What follows belongs to an exercise in optimizing a design on an open flow for small area, a short achievable clock period and few clock cycles; a production flow would make more cautious choices. Power figures rest on the tool's default switching activity, not on a simulated workload.

== before ==
==> flow/design.v (excerpt) <==
module cpu(input clk, reset, input [15:0] i_mem_rddata, output logic o_mem_rd, o_mem_wr, output logic [15:0] o_mem_addr, o_mem_wrdata);
	logic [15:0] r0, r1, r2, r3, r4, r5, r6, r7;
	logic n, z;
	logic [15:0] A;       
	logic wr;             
	logic rd;             
	logic ldc;            
	logic av;             
	logic nd;             
	logic lw;             
	logic [2:0] ldx;      
	logic [15:0] opA, opB;
	logic ecin, efl;
	logic [7:0] edh;      
	wire [15:0] I = i_mem_rddata;
	wire [4:0] op = I[4:0];
	wire [2:0] X = I[7:5];
	wire [2:0] Y = I[10:8];
	wire [7:0] imm8 = I[15:8];
	wire [10:0] imm11 = I[15:5];
	function automatic [15:0] bkadd(input [15:0] x, input [15:0] y, input c0);
		logic [15:0] g, p, G, P;
		integer i, s;
		begin
			g = x & y;
			p = x ^ y;
			G = g;
			P = p;
			G[0] = g[0] | (p[0] & c0);
			for (s = 1; s < 16; s = s * 2)
				for (i = 2*s-1; i < 16; i = i + 2*s) begin
					G[i] = G[i] | (P[i] & G[i-s]);
					P[i] = P[i] & P[i-s];
				end
			for (s = 4; s >= 1; s = s / 2)
				for (i = 3*s-1; i < 16; i = i + 2*s) begin
					G[i] = G[i] | (P[i] & G[i-s]);
					P[i] = P[i] & P[i-s];
				end
			bkadd = p ^ {G[14:0], c0};
		end
	endfunction
	wire [15:0] res = opA + opB + {15'b0, ecin};
	wire res_z = (opA[0] ^ opB[0]) == ecin &&
	             ((opA[15:1] ^ opB[15:1]) == (opA[14:0] | opB[14:0]));
	wire n_e = efl ? res[15] : n;
	wire z_e = efl ? res_z : z;
	wire [15:0] wdr = reset ? 16'b0 : res;
	wire [7:0] wen = {8{reset}} | edh;
	always @(posedge clk) begin
		if (wen[0]) r0 <= wdr;
		if (wen[1]) r1 <= wdr;
		if (wen[2]) r2 <= wdr;
		if (wen[3]) r3 <= wdr;
  ...
Size in the first run: roughly 200 flip-flops, ~0.013 mm2 of cells after synthesis.
==> module cpu, before the edit <==
module cpu(input clk, reset, input [15:0] i_mem_rddata, output logic o_mem_rd, o_mem_wr, output logic [15:0] o_mem_addr, o_mem_wrdata);
	logic [15:0] r0, r1, r2, r3, r4, r5, r6, r7;
	logic n, z;
	logic [15:0] A;       
	logic wr;             
	logic rd;             
	logic ldc;            
	logic av;             
	logic nd;             
	logic lw;             
	logic [2:0] ldx;      
	logic [15:0] opA, opB;
	logic ecin, efl;
	logic [7:0] edh;      
	wire [15:0] I = i_mem_rddata;
	wire [4:0] op = I[4:0];
	wire [2:0] X = I[7:5];
	wire [2:0] Y = I[10:8];
	wire [7:0] imm8 = I[15:8];
	wire [10:0] imm11 = I[15:5];
	function automatic [15:0] bkadd(input [15:0] x, input [15:0] y, input c0);
		logic [15:0] g, p, G, P;
		integer i, s;
		begin
			g = x & y;
			p = x ^ y;
			G = g;
			P = p;
			G[0] = g[0] | (p[0] & c0);
			for (s = 1; s < 16; s = s * 2)
				for (i = 2*s-1; i < 16; i = i + 2*s) begin
					G[i] = G[i] | (P[i] & G[i-s]);
					P[i] = P[i] & P[i-s];
				end
			for (s = 4; s >= 1; s = s / 2)
				for (i = 3*s-1; i < 16; i = i + 2*s) begin
					G[i] = G[i] | (P[i] & G[i-s]);
					P[i] = P[i] & P[i-s];
				end
			bkadd = p ^ {G[14:0], c0};
		end
	endfunction
	wire [15:0] res = opA + opB + {15'b0, ecin};
	wire res_z = (opA[0] ^ opB[0]) == ecin &&
	             ((opA[15:1] ^ opB[15:1]) == (opA[14:0] | opB[14:0]));
	wire n_e = efl ? res[15] : n;
	wire z_e = efl ? res_z : z;
	wire [15:0] wdr = reset ? 16'b0 : res;
	wire [7:0] wen = {8{reset}} | edh;
	always @(posedge clk) begin
		if (wen[0]) r0 <= wdr;
		if (wen[1]) r1 <= wdr;
		if (wen[2]) r2 <= wdr;
		if (wen[3]) r3 <= wdr;
		if (wen[4]) r4 <= wdr;
		if (wen[5]) r5 <= wdr;
		if (wen[6]) r6 <= wdr;
		if (wen[7]) r7 <= wdr;
	end
	always @(posedge clk) begin
		if (reset) begin
			n <= 1'b0;
			z <= 1'b0;
		end else begin
			n <= n_e;
			z <= z_e;
		end
	end
	logic [15:0] rxf, ryf;
	always @(*) begin
		case (X)
			3'd0: rxf = r0; 3'd1: rxf = r1; 3'd2: rxf = r2; 3'd3: rxf = r3;
			3'd4: rxf = r4; 3'd5: rxf = r5; 3'd6: rxf = r6; default: rxf = r7;
		endcase
		case (Y)
			3'd0: ryf = r0; 3'd1: ryf = r1; 3'd2: ryf = r2; 3'd3: ryf = r3;
			3'd4: ryf = r4; 3'd5: ryf = r5; 3'd6: ryf = r6; default: ryf = r7;
		endcase
	end
	wire [7:0] xh = 8'b1 << X;
	wire [7:0] yh = 8'b1 << Y;
	wire [15:0] rx = |(edh & xh) ? res : rxf;
	wire [15:0] ry = |(edh & yh) ? res : ryf;
	wire jmp   = op[3];
	wire ldst  = ~op[4] & ~op[3] & op[2];
	wire isst  = op[0];
	wire mvhi  = op[4] & op[2];
	wire alu   = ~op[3] & ~ldst;
	wire domov = ~op[1] & ~op[0] & ~mvhi;           
	wire dosub = op[1] & ~mvhi;                     
	wire aluw  = alu & ~(op[1] & op[0]);            
	wire aluf  = alu & ~domov & ~mvhi;              
	wire link  = jmp & op[2];                       
	wire cond  = (~op[1] & ~op[0]) | (op[0] & z_e) | (op[1] & n_e);
	wire xrel  = ~(op[4] & op[3]);                  
	wire yrel  = ~op[4] & ~op[3];                   
	wire haz  = (ldc & ((xrel & (X == ldx)) | (yrel & (Y == ldx)) | (link & (ldx == 3'd7))))
	          | (wr & (A[8:1] == L[8:1]));    
	wire ex   = av & ~haz;
	wire dacc = ex & ldst;
	wire tk   = ex & jmp & cond;
	wire now_data = nd;
	wire [15:1] L = opB[15:1];
	wire [15:0] incw = bkadd({1'b0, now_data ? L : A[15:1]}, 16'b0, 1'b1);
	wire [15:1] inc = incw[14:0];                          
	wire [15:1] pc2 = now_data ? inc : A[15:1];           
	wire [15:1] tgt = op[4] ? ((now_data ? L : A[15:1]) + {{4{imm11[10]}}, imm11} + {14'b0, now_data}) :
	                  ((op[2] & (X == 3'd7)) ? pc2 : rx[15:1]);
	logic [15:0] A_n;
	always @(*) begin
		if (av & haz) A_n = {L, 1'b0};
		else if (dacc) A_n = ry;
		else if (tk) A_n = {tgt, 1'b0};
		else A_n = {inc, 1'b0};
	end
	logic [15:0] b;
	always @(*) begin
		if (ldst) b = {now_data ? L : A[15:1], 1'b0};    
		else if (~op[4]) b = ry;
		else if (op[2]) b = {imm8, 8'b0};
		else b = {{8{imm8[7]}}, imm8};
	end
	always @(posedge clk) begin
		if (lw) begin
			opA <= 16'b0;
			opB <= I;
			ecin <= 1'b0;
		end else if (link) begin
			opA <= {pc2, 1'b0};
			opB <= 16'b0;
			ecin <= 1'b0;
		end else begin
			opA <= domov ? 16'b0 : rx;
			opB <= dosub ? ~b : b;
			ecin <= dosub;
		end
	end
	always @(posedge clk) begin
		if (reset) begin
			A <= 16'b0;
			wr <= 1'b0;
			nd <= 1'b0;
			rd <= 1'b1;
			ldc <= 1'b0;
			av <= 1'b0;
			lw <= 1'b0;
			edh <= 8'b0;
			efl <= 1'b0;
		end else begin
			A <= A_n;
			wr <= dacc & isst;
			nd <= dacc;
			rd <= ~(dacc & isst);
			ldc <= dacc & ~isst;
			av <= ~now_data & ~tk;
			lw <= ldc;
			edh <= {8{lw | (ex & (aluw | link))}} & (8'b1 << (lw ? ldx : (link ? 3'd7 : X)));
			efl <= ex & aluf;
		end
	end
	always @(posedge clk) begin
		if (dacc) ldx <= X;
	end
	always @(*) begin
		o_mem_addr = A;
		o_mem_wr = wr;
		o_mem_rd = rd;
		o_mem_wrdata = opA;
	end
endmodule
clock: 7.5 ns
lec_check: 0
abc_area: 1
cap_margin: 20
core_margin: 2
core_utilization: 40
setup_slack_margin: 4.5
slew_margin: 20
run.sh (not shown) runs the stock make flow with config.mk's settings and CLKGATE_MAP_FILE= SYNTH_SCRIPT=/design/flow/synth_recipe.tcl, a recipe that flattens the netlist after the stock synthesis.
Inputs modified between before and after:
diff --git a/flow/design.v b/flow/design.v
--- a/flow/design.v
+++ b/flow/design.v
@@ -9,10 +9,10 @@
 	logic nd;             
 	logic lw;             
 	logic [2:0] ldx;      
 	logic [15:0] opA, opB;
-	logic ecin, efl;
-	logic [7:0] edh;      
+	logic ecin, ewe, efl;
+	logic [2:0] ed;
 	wire [15:0] I = i_mem_rddata;
 	wire [4:0] op = I[4:0];
 	wire [2:0] X = I[7:5];
 	wire [2:0] Y = I[10:8];
@@ -39,15 +39,15 @@
 				end
 			bkadd = p ^ {G[14:0], c0};
 		end
 	endfunction
-	wire [15:0] res = opA + opB + {15'b0, ecin};
+	wire [15:0] res = bkadd(opA, opB, ecin);
 	wire res_z = (opA[0] ^ opB[0]) == ecin &&
 	             ((opA[15:1] ^ opB[15:1]) == (opA[14:0] | opB[14:0]));
 	wire n_e = efl ? res[15] : n;
 	wire z_e = efl ? res_z : z;
 	wire [15:0] wdr = reset ? 16'b0 : res;
-	wire [7:0] wen = {8{reset}} | edh;
+	wire [7:0] wen = {8{reset}} | ({7'b0, ewe} << ed);
 	always @(posedge clk) begin
 		if (wen[0]) r0 <= wdr;
 		if (wen[1]) r1 <= wdr;
 		if (wen[2]) r2 <= wdr;
@@ -76,12 +76,10 @@
 			3'd0: ryf = r0; 3'd1: ryf = r1; 3'd2: ryf = r2; 3'd3: ryf = r3;
 			3'd4: ryf = r4; 3'd5: ryf = r5; 3'd6: ryf = r6; default: ryf = r7;
 		endcase
 	end
-	wire [7:0] xh = 8'b1 << X;
-	wire [7:0] yh = 8'b1 << Y;
-	wire [15:0] rx = |(edh & xh) ? res : rxf;
-	wire [15:0] ry = |(edh & yh) ? res : ryf;
+	wire [15:0] rx = (ewe && ed == X) ? res : rxf;
+	wire [15:0] ry = (ewe && ed == Y) ? res : ryf;
 	wire jmp   = op[3];
 	wire ldst  = ~op[4] & ~op[3] & op[2];
 	wire isst  = op[0];
 	wire mvhi  = op[4] & op[2];
@@ -124,16 +122,19 @@
 		if (lw) begin
 			opA <= 16'b0;
 			opB <= I;
 			ecin <= 1'b0;
+			ed <= ldx;
 		end else if (link) begin
 			opA <= {pc2, 1'b0};
 			opB <= 16'b0;
 			ecin <= 1'b0;
+			ed <= 3'd7;
 		end else begin
 			opA <= domov ? 16'b0 : rx;
 			opB <= dosub ? ~b : b;
 			ecin <= dosub;
+			ed <= X;
 		end
 	end
 	always @(posedge clk) begin
 		if (reset) begin
@@ -143,9 +144,9 @@
 			rd <= 1'b1;
 			ldc <= 1'b0;
 			av <= 1'b0;
 			lw <= 1'b0;
-			edh <= 8'b0;
+			ewe <= 1'b0;
 			efl <= 1'b0;
 		end else begin
 			A <= A_n;
 			wr <= dacc & isst;
@@ -153,9 +154,9 @@
 			rd <= ~(dacc & isst);
 			ldc <= dacc & ~isst;
 			av <= ~now_data & ~tk;
 			lw <= ldc;
-			edh <= {8{lw | (ex & (aluw | link))}} & (8'b1 << (lw ? ldx : (link ? 3'd7 : X)));
+			ewe <= lw | (ex & (aluw | link));
 			efl <= ex & aluf;
 		end
 	end
 	always @(posedge clk) begin
Findings:
after completed end to end with timing, DRC and antenna clean.
Sum of net half-perimeters after detailed placement sits lower in after than in before.
after vs before: maximum number of pins on one net before global-route repair up
Per the comparison of after with before, worst slew slack as a fraction of its limit saw an increase, first-pass GRT wire length went down by about 3.7%, well tap count went down by 6.
Portion of the layout cell area used by clock cells, after and before, lower one = after.
Comparing after with before, the sequential power came out essentially unchanged.
Function was not checked in any run of this note: the RTL went through the layout flow alone.

what the ideal ports hide:
In the flow no input, the clock included, has a driving cell. The finished layouts below were timed again as built, in two steps. Step 1 assumes that a clkbuf_16 drives the clock port and a buf_2 every other input. Step 2 adds t to the input delays and takes it off the output delays; t is the mean of the earliest and latest rising clock arrival at the registers after step 1. Input paths then give back, and output paths get back, about the clock's delay inside the block. Three values: ideal, step 1, step 2; two values: the first two.
run	shift t [ns]	setup WS [ns]	hold slack, ns	worst setup path at the end	cell pins on the clock port's net
before	0.509	4.352 / 4.334 / 3.825	0.433 / 0.433 / 0.433	input to register	1
after	0.489	3.973 / 3.973 / 3.565	0.473 / 0.473 / 0.473	input to register	1
After both steps setup and hold are still met in every run listed. The setup slack of before, which loses most, moves by -0.018 ns with the drivers and by -0.527 ns with both steps.
